Context: an optimization exercise on an open-source flow, tuned for small area and a short achievable clock period. The choices shown serve that exercise and are no tape-out recipe. No driver is modelled on the clock port, so clock power and skew are understated where the tree is cut down; a real chip needs a root buffer or a tree. Power figures rest on the tool's default switching activity, not on a simulated workload.

Design router_top, start of the top module:
module router_top(input clk,rstn,re_0,re_1,re_2,pkt_valid,
	      input[7:0]data_in,
	      output vld_out_0,vld_out_1,vld_out_2,err,busy,
	      output[7:0]data_out_0,data_out_1,data_out_2);
reg st_da, st_lfd, st_wte, st_ld, st_ffs, st_lp, st_laf, st_cpe;
reg [1:0] addr_q;       
reg [1:0] dst;          
reg       lfd;          
reg [7:0] rdata;        
reg [7:0] fbyte;        
reg [7:0] par;          
reg       parity_done, low_pkt_valid, err_q;
wire [2:0] sft;
wire [2:0] vld;
wire [2:0] vo;
wire [2:0] full;
wire fifo_full = (dst == 2'd0) ? full[0] : (dst == 2'd1) ? full[1] : (dst == 2'd2) ? full[2] : 1'b0;
wire we_reg = st_ld | st_lp | st_laf;
wire rst_all = ~rstn | (|sft);
wire hdr_ok = pkt_valid & ~(data_in[1] & data_in[0]);
wire hdr_empty = (data_in[1:0] == 2'd0) ? ~vld[0] : (data_in[1:0] == 2'd1) ? ~vld[1] : ~vld[2];
wire wait_empty = (addr_q == 2'd0) ? ~vld[0] : (addr_q == 2'd1) ? ~vld[1] : (addr_q == 2'd2) ? ~vld[2] : 1'b0;
wire da_n  = (st_da & ~hdr_ok) | (st_laf & parity_done) | (st_cpe & ~fifo_full);
wire lfd_n = (st_da & hdr_ok & hdr_empty) | (st_wte & wait_empty);
wire wte_n = (st_da & hdr_ok & ~hdr_empty) | (st_wte & ~wait_empty);
wire ld_n  = st_lfd | (st_ld & ~fifo_full & pkt_valid) | (st_laf & ~parity_done & ~low_pkt_valid);
wire ffs_n = fifo_full & (st_ld | st_ffs | st_cpe);
wire lp_n  = (st_ld & ~fifo_full & ~pkt_valid) | (st_laf & ~parity_done & low_pkt_valid);
reg busy_q;              
always @(posedge clk) begin
	if (rst_all) begin
		st_da <= 1'b1; st_lfd <= 1'b0; st_wte <= 1'b0; st_ld <= 1'b0;
		st_ffs <= 1'b0; st_lp <= 1'b0; st_laf <= 1'b0; st_cpe <= 1'b0;
		busy_q <= 1'b0;
	end else begin
		st_da  <= da_n;
		st_lfd <= lfd_n;
		st_wte <= wte_n;
		st_ld  <= ld_n;
		st_ffs <= ffs_n;
		st_lp  <= lp_n;
		st_laf <= st_ffs & ~fifo_full;
		st_cpe <= st_lp;
		busy_q <= ~(da_n | ld_n);
	end
end
assign busy = busy_q;
always @(posedge clk) begin
	addr_q <= data_in[1:0];
	lfd <= st_lfd;
end
always @(posedge clk) begin
	if (~rstn)
		dst <= 2'd0;
	else if (st_da)
		dst <= data_in[1:0];
end
  ...
Size in the first run: ~1500 cells after synthesis, roughly 580 flip-flops, ~43 I/O pins, ~0.022 mm^2 of cells after synthesis.
==> module fifo, before the edit <==
module fifo(input clk, rstn, re, we_reg, sel, lfd,
	input [7:0] rdata,
	output vld, vo, full, sft,
	output [7:0] dout);
	reg [134:0] mem;         
	reg [15:0]  pos;         
	reg [3:0]   wptr;        
	reg         nfull;
	reg         vld_q;       
	reg [7:0]   data_out;
	reg [5:0]   cnt;         
	reg         cnt_zero;    
	reg [4:0]   tmo;         
	reg         sft_rst;
	reg         clr;         
	reg [8:0] head;
	integer k;
	always @(*) begin
		head = 9'd0;
		for (k = 0; k < 15; k = k + 1)
			head = head | ({9{pos[k]}} & mem[9*k +: 9]);
	end
	wire nempty = ~pos[15];
	wire kill = ~rstn | sft_rst;
	wire wr = we_reg & sel & ~nfull & ~sft_rst;
	wire rd_ok = nempty & ~clr;
	always @(posedge clk)
		if (wr) mem <= {mem[125:0], lfd, rdata};
	wire [15:0] up = {pos[14:0], pos[15]};
	wire [15:0] dn = {pos[0], pos[15:1]};
	wire [15:0] pos_nr = wr ? up : pos;
	wire        nf_nr  = wr ? pos[13] & (wptr != 4'd14) : nfull;
	wire [15:0] pos_r  = rd_ok ? (wr ? pos : dn) : pos_nr;
	wire        nf_r   = rd_ok ? (wr & pos[14] & (wptr != 4'd14)) : nf_nr;
	always @(posedge clk) begin
		if (kill) begin
			pos <= 16'h8000;
			wptr <= 4'd0;
			vld_q <= 1'b0;
			nfull <= 1'b0;
		end else begin
			if (wr)
				wptr <= wptr + 4'd1;
			pos <= re ? pos_r : pos_nr;
			vld_q <= re ? (rd_ok ? (wr | ~pos[0]) : (wr ? ~pos[14] : vld_q))
			            : (wr ? ~pos[14] : vld_q);
			nfull <= re ? nf_r : nf_nr;
		end
	end
	always @(posedge clk) begin
		if (kill | clr)
			data_out <= 8'd0;
		else if (re & nempty)
			data_out <= head[7:0];
	end
	always @(posedge clk)
		clr <= ~kill & ~clr & re & nempty & ~head[8] & (cnt_zero | (cnt == 6'd0)) & (|head[7:0]);
	wire [5:0] cnt_h = head[8] ? head[7:2] : (cnt_zero ? cnt : cnt - 6'd1);
	wire       cz_h  = head[8] ? 1'b0 : (cnt_zero | (cnt == 6'd0));
	always @(posedge clk) begin
		if (kill) begin
			cnt <= 6'd0;
			cnt_zero <= 1'b1;
		end else if (re & nempty) begin
			cnt <= cnt_h;
			cnt_zero <= cz_h;
		end
	end
	wire tmo_end = (tmo == 5'd8);
	always @(posedge clk) begin
		if (~nempty | re | tmo_end)
			tmo <= 5'd1;
		else
			tmo <= {tmo[3:0], tmo[4] ^ tmo[2]};
		sft_rst <= rstn & nempty & ~re & tmo_end;
	end
	assign vld = nempty;
	assign vo = vld_q;
	assign full = nfull;
	assign sft = sft_rst;
	assign dout = data_out;
endmodule
==> module router_top, before the edit <==
module router_top(input clk,rstn,re_0,re_1,re_2,pkt_valid,
	      input[7:0]data_in,
	      output vld_out_0,vld_out_1,vld_out_2,err,busy,
	      output[7:0]data_out_0,data_out_1,data_out_2);
reg st_da, st_lfd, st_wte, st_ld, st_ffs, st_lp, st_laf, st_cpe;
reg [1:0] addr_q;       
reg [1:0] dst;          
reg       lfd;          
reg [7:0] rdata;        
reg [7:0] fbyte;        
reg [7:0] par;          
reg       parity_done, low_pkt_valid, err_q;
wire [2:0] sft;
wire [2:0] vld;
wire [2:0] vo;
wire [2:0] full;
wire fifo_full = (dst == 2'd0) ? full[0] : (dst == 2'd1) ? full[1] : (dst == 2'd2) ? full[2] : 1'b0;
wire we_reg = st_ld | st_lp | st_laf;
wire rst_all = ~rstn | (|sft);
wire hdr_ok = pkt_valid & ~(data_in[1] & data_in[0]);
wire hdr_empty = (data_in[1:0] == 2'd0) ? ~vld[0] : (data_in[1:0] == 2'd1) ? ~vld[1] : ~vld[2];
wire wait_empty = (addr_q == 2'd0) ? ~vld[0] : (addr_q == 2'd1) ? ~vld[1] : (addr_q == 2'd2) ? ~vld[2] : 1'b0;
wire da_n  = (st_da & ~hdr_ok) | (st_laf & parity_done) | (st_cpe & ~fifo_full);
wire lfd_n = (st_da & hdr_ok & hdr_empty) | (st_wte & wait_empty);
wire wte_n = (st_da & hdr_ok & ~hdr_empty) | (st_wte & ~wait_empty);
wire ld_n  = st_lfd | (st_ld & ~fifo_full & pkt_valid) | (st_laf & ~parity_done & ~low_pkt_valid);
wire ffs_n = fifo_full & (st_ld | st_ffs | st_cpe);
wire lp_n  = (st_ld & ~fifo_full & ~pkt_valid) | (st_laf & ~parity_done & low_pkt_valid);
reg busy_q;              
always @(posedge clk) begin
	if (rst_all) begin
		st_da <= 1'b1; st_lfd <= 1'b0; st_wte <= 1'b0; st_ld <= 1'b0;
		st_ffs <= 1'b0; st_lp <= 1'b0; st_laf <= 1'b0; st_cpe <= 1'b0;
		busy_q <= 1'b0;
	end else begin
		st_da  <= da_n;
		st_lfd <= lfd_n;
		st_wte <= wte_n;
		st_ld  <= ld_n;
		st_ffs <= ffs_n;
		st_lp  <= lp_n;
		st_laf <= st_ffs & ~fifo_full;
		st_cpe <= st_lp;
		busy_q <= ~(da_n | ld_n);
	end
end
assign busy = busy_q;
always @(posedge clk) begin
	addr_q <= data_in[1:0];
	lfd <= st_lfd;
end
always @(posedge clk) begin
	if (~rstn)
		dst <= 2'd0;
	else if (st_da)
		dst <= data_in[1:0];
end
always @(posedge clk) begin
	if (~rstn) begin
		rdata <= 8'd0;
		fbyte <= 8'd0;
		par <= 8'd0;
		parity_done <= 1'b0;
		low_pkt_valid <= 1'b0;
		err_q <= 1'b0;
	end else begin
		if (st_da | (st_ld & ~fifo_full))
			rdata <= data_in;
		else if (st_laf)
			rdata <= fbyte;
		if (fifo_full)
			fbyte <= data_in;
		if (st_da)
			par <= data_in;
		else if (st_ld)
			par <= par ^ data_in;
		if (st_da)
			parity_done <= 1'b0;
		else if ((st_laf & low_pkt_valid & ~parity_done) | (st_ld & ~fifo_full & ~pkt_valid))
			parity_done <= 1'b1;
		if (st_cpe)
			low_pkt_valid <= 1'b0;
		else if (st_ld & ~pkt_valid)
			low_pkt_valid <= 1'b1;
		if (st_cpe)
			err_q <= |par;
	end
end
assign err = err_q;
fifo q0(.clk(clk), .rstn(rstn), .re(re_0), .we_reg(we_reg), .sel(dst == 2'd0), .lfd(lfd),
	.rdata(rdata), .vld(vld[0]), .vo(vo[0]), .full(full[0]), .sft(sft[0]), .dout(data_out_0));
fifo q1(.clk(clk), .rstn(rstn), .re(re_1), .we_reg(we_reg), .sel(dst == 2'd1), .lfd(lfd),
	.rdata(rdata), .vld(vld[1]), .vo(vo[1]), .full(full[1]), .sft(sft[1]), .dout(data_out_1));
fifo q2(.clk(clk), .rstn(rstn), .re(re_2), .we_reg(we_reg), .sel(dst == 2'd2), .lfd(lfd),
	.rdata(rdata), .vld(vld[2]), .vo(vo[2]), .full(full[2]), .sft(sft[2]), .dout(data_out_2));
assign vld_out_0 = vo[0];
assign vld_out_1 = vo[1];
assign vld_out_2 = vo[2];
endmodule
clock: 5.0 ns
lec_check: 0
cap_margin: 0
core_margin: 2
core_utilization: 60
setup_slack_margin: 3.1
slew_margin: 0
standard.sh (not shown) runs the stock make flow with config.mk's settings and CLKGATE_MAP_FILE= SYNTH_SCRIPT=/design/flow/synth_recipe.tcl, a recipe that flattens the netlist after the stock synthesis.
==> flow/flow/run.sh <==
#!/bin/bash
# The standard layout, except that the clock tree is built by flow/manual_cts.tcl:
# the clock port drives four root buffers, each driving the leaf buffers of
# about 28 flip-flops apiece. Each tool's output goes to its own log here.
set -euo pipefail
export PRE_CTS_TCL="$PWD/flow/pre_cts.tcl"
export MCTS_PER=28
export MCTS_ROOTS=4
bash standard.sh > standard.log 2>&1
Other scripts of this flow, unchanged in this note and not shown: flow/flow/manual_cts.tcl, flow/flow/pre_cts.tcl
Rerun with:
--- a/flow/design.v
+++ b/flow/design.v
@@ -1,49 +1,63 @@
 module fifo(input clk, rstn, re, we_reg, sel, lfd,
 	input [7:0] rdata,
 	output vld, vo, full, sft,
 	output [7:0] dout);
 	reg [134:0] mem;         
-	reg [15:0]  pos;         
+	reg [3:0]   plo, phi;    
 	reg [3:0]   wptr;        
-	reg         nfull;
+	reg         nempty, nfull;
 	reg         vld_q;       
 	reg [7:0]   data_out;
 	reg [5:0]   cnt;         
 	reg         cnt_zero;    
 	reg [4:0]   tmo;         
 	reg         sft_rst;
 	reg         clr;         
+	wire [15:0] pos;         
+	genvar gi;
+	generate for (gi = 0; gi < 16; gi = gi + 1) begin : dec
+		assign pos[gi] = plo[gi % 4] & phi[gi / 4];
+	end endgenerate
 	reg [8:0] head;
 	integer k;
 	always @(*) begin
 		head = 9'd0;
 		for (k = 0; k < 15; k = k + 1)
 			head = head | ({9{pos[k]}} & mem[9*k +: 9]);
 	end
-	wire nempty = ~pos[15];
 	wire kill = ~rstn | sft_rst;
 	wire wr = we_reg & sel & ~nfull & ~sft_rst;
 	wire rd_ok = nempty & ~clr;
 	always @(posedge clk)
 		if (wr) mem <= {mem[125:0], lfd, rdata};
-	wire [15:0] up = {pos[14:0], pos[15]};
-	wire [15:0] dn = {pos[0], pos[15:1]};
-	wire [15:0] pos_nr = wr ? up : pos;
+	wire [3:0] lo_up = {plo[2:0], plo[3]};
+	wire [3:0] lo_dn = {plo[0], plo[3:1]};
+	wire [3:0] hi_up = plo[3] ? {phi[2:0], phi[3]} : phi;
+	wire [3:0] hi_dn = plo[0] ? {phi[0], phi[3:1]} : phi;
+	wire [3:0] lo_nr = wr ? lo_up : plo;
+	wire [3:0] hi_nr = wr ? hi_up : phi;
+	wire [3:0] lo_r  = rd_ok ? (wr ? plo : lo_dn) : lo_nr;
+	wire [3:0] hi_r  = rd_ok ? (wr ? phi : hi_dn) : hi_nr;
+	wire        ne_nr  = wr ? ~pos[14] : nempty;
 	wire        nf_nr  = wr ? pos[13] & (wptr != 4'd14) : nfull;
-	wire [15:0] pos_r  = rd_ok ? (wr ? pos : dn) : pos_nr;
+	wire        ne_r   = rd_ok ? (wr | ~pos[0]) : ne_nr;
 	wire        nf_r   = rd_ok ? (wr & pos[14] & (wptr != 4'd14)) : nf_nr;
 	always @(posedge clk) begin
 		if (kill) begin
-			pos <= 16'h8000;
+			plo <= 4'b1000;
+			phi <= 4'b1000;
 			wptr <= 4'd0;
+			nempty <= 1'b0;
 			vld_q <= 1'b0;
 			nfull <= 1'b0;
 		end else begin
 			if (wr)
 				wptr <= wptr + 4'd1;
-			pos <= re ? pos_r : pos_nr;
+			plo <= re ? lo_r : lo_nr;
+			phi <= re ? hi_r : hi_nr;
+			nempty <= re ? ne_r : ne_nr;
 			vld_q <= re ? (rd_ok ? (wr | ~pos[0]) : (wr ? ~pos[14] : vld_q))
 			            : (wr ? ~pos[14] : vld_q);
 			nfull <= re ? nf_r : nf_nr;
 		end
 	end
@@ -66,11 +80,11 @@
 			cnt_zero <= cz_h;
 		end
 	end
 	wire tmo_end = (tmo == 5'd8);
 	always @(posedge clk) begin
-		if (~nempty | re | tmo_end)
+		if (~rstn | ~nempty | re | tmo_end)
 			tmo <= 5'd1;
 		else
 			tmo <= {tmo[3:0], tmo[4] ^ tmo[2]};
 		sft_rst <= rstn & nempty & ~re & tmo_end;
 	end
@@ -126,18 +140,19 @@
 		busy_q <= ~(da_n | ld_n);
 	end
 end
 assign busy = busy_q;
 always @(posedge clk) begin
-	addr_q <= data_in[1:0];
-	lfd <= st_lfd;
-end
-always @(posedge clk) begin
-	if (~rstn)
+	if (~rstn) begin
+		addr_q <= 2'd0;
 		dst <= 2'd0;
-	else if (st_da)
-		dst <= data_in[1:0];
+		lfd <= 1'b0;
+	end else begin
+		addr_q <= data_in[1:0];
+		if (st_da) dst <= data_in[1:0];
+		lfd <= st_lfd;
+	end
 end
 always @(posedge clk) begin
 	if (~rstn) begin
 		rdata <= 8'd0;
 		fbyte <= 8'd0;
Result: Global-route usage hardly moves. Clock skew went up by 6.1 ps. Total power went up by 0.51%. Core utilization went up by 1.6 points. Cell count went up by 6.4%. Register-to-register slack got worse by 290 ps. Critical path depth went up by 3. Die area went up by 0.69%.
Function was not checked in any run of this note: the RTL went through the layout flow alone. In every run of this note, the design's own scripts or RTL, not TritonCTS, make the clock network.

[separate check: timing with driven ports]
In the flow no input, the clock included, has a driving cell. The finished layouts below were timed again as built, in two steps. Step 1 assumes that a clkbuf_16 drives the clock port and a buf_2 every other input. Step 2 moves the port delays by t, midway between the first and last clock arrival at a register: inputs arrive t later, outputs are due t later. That takes back most of the time a late clock gives input paths. Three values: no drivers, after step 1, after step 2; two values: the first two.
| run | shift t [ns] | setup WS [ns] | clock arrival spread, ns | slew at the worst register clock pin (ns) | pins driven straight from the clock port |
|---|---|---|---|---|---|
| the first run | 0.457 | 3.083 / 3.022 / 2.696 | 0.066 / 0.066 | 0.12 / 0.12 | 4 |
| the second run | 0.456 | 2.797 / 2.797 / 2.653 | 0.069 / 0.068 | 0.12 / 0.12 | 4 |
After both steps setup and hold are still met in every run listed. The setup slack of the first run, which loses most, moves by -0.061 ns with the drivers and by -0.387 ns with both steps.
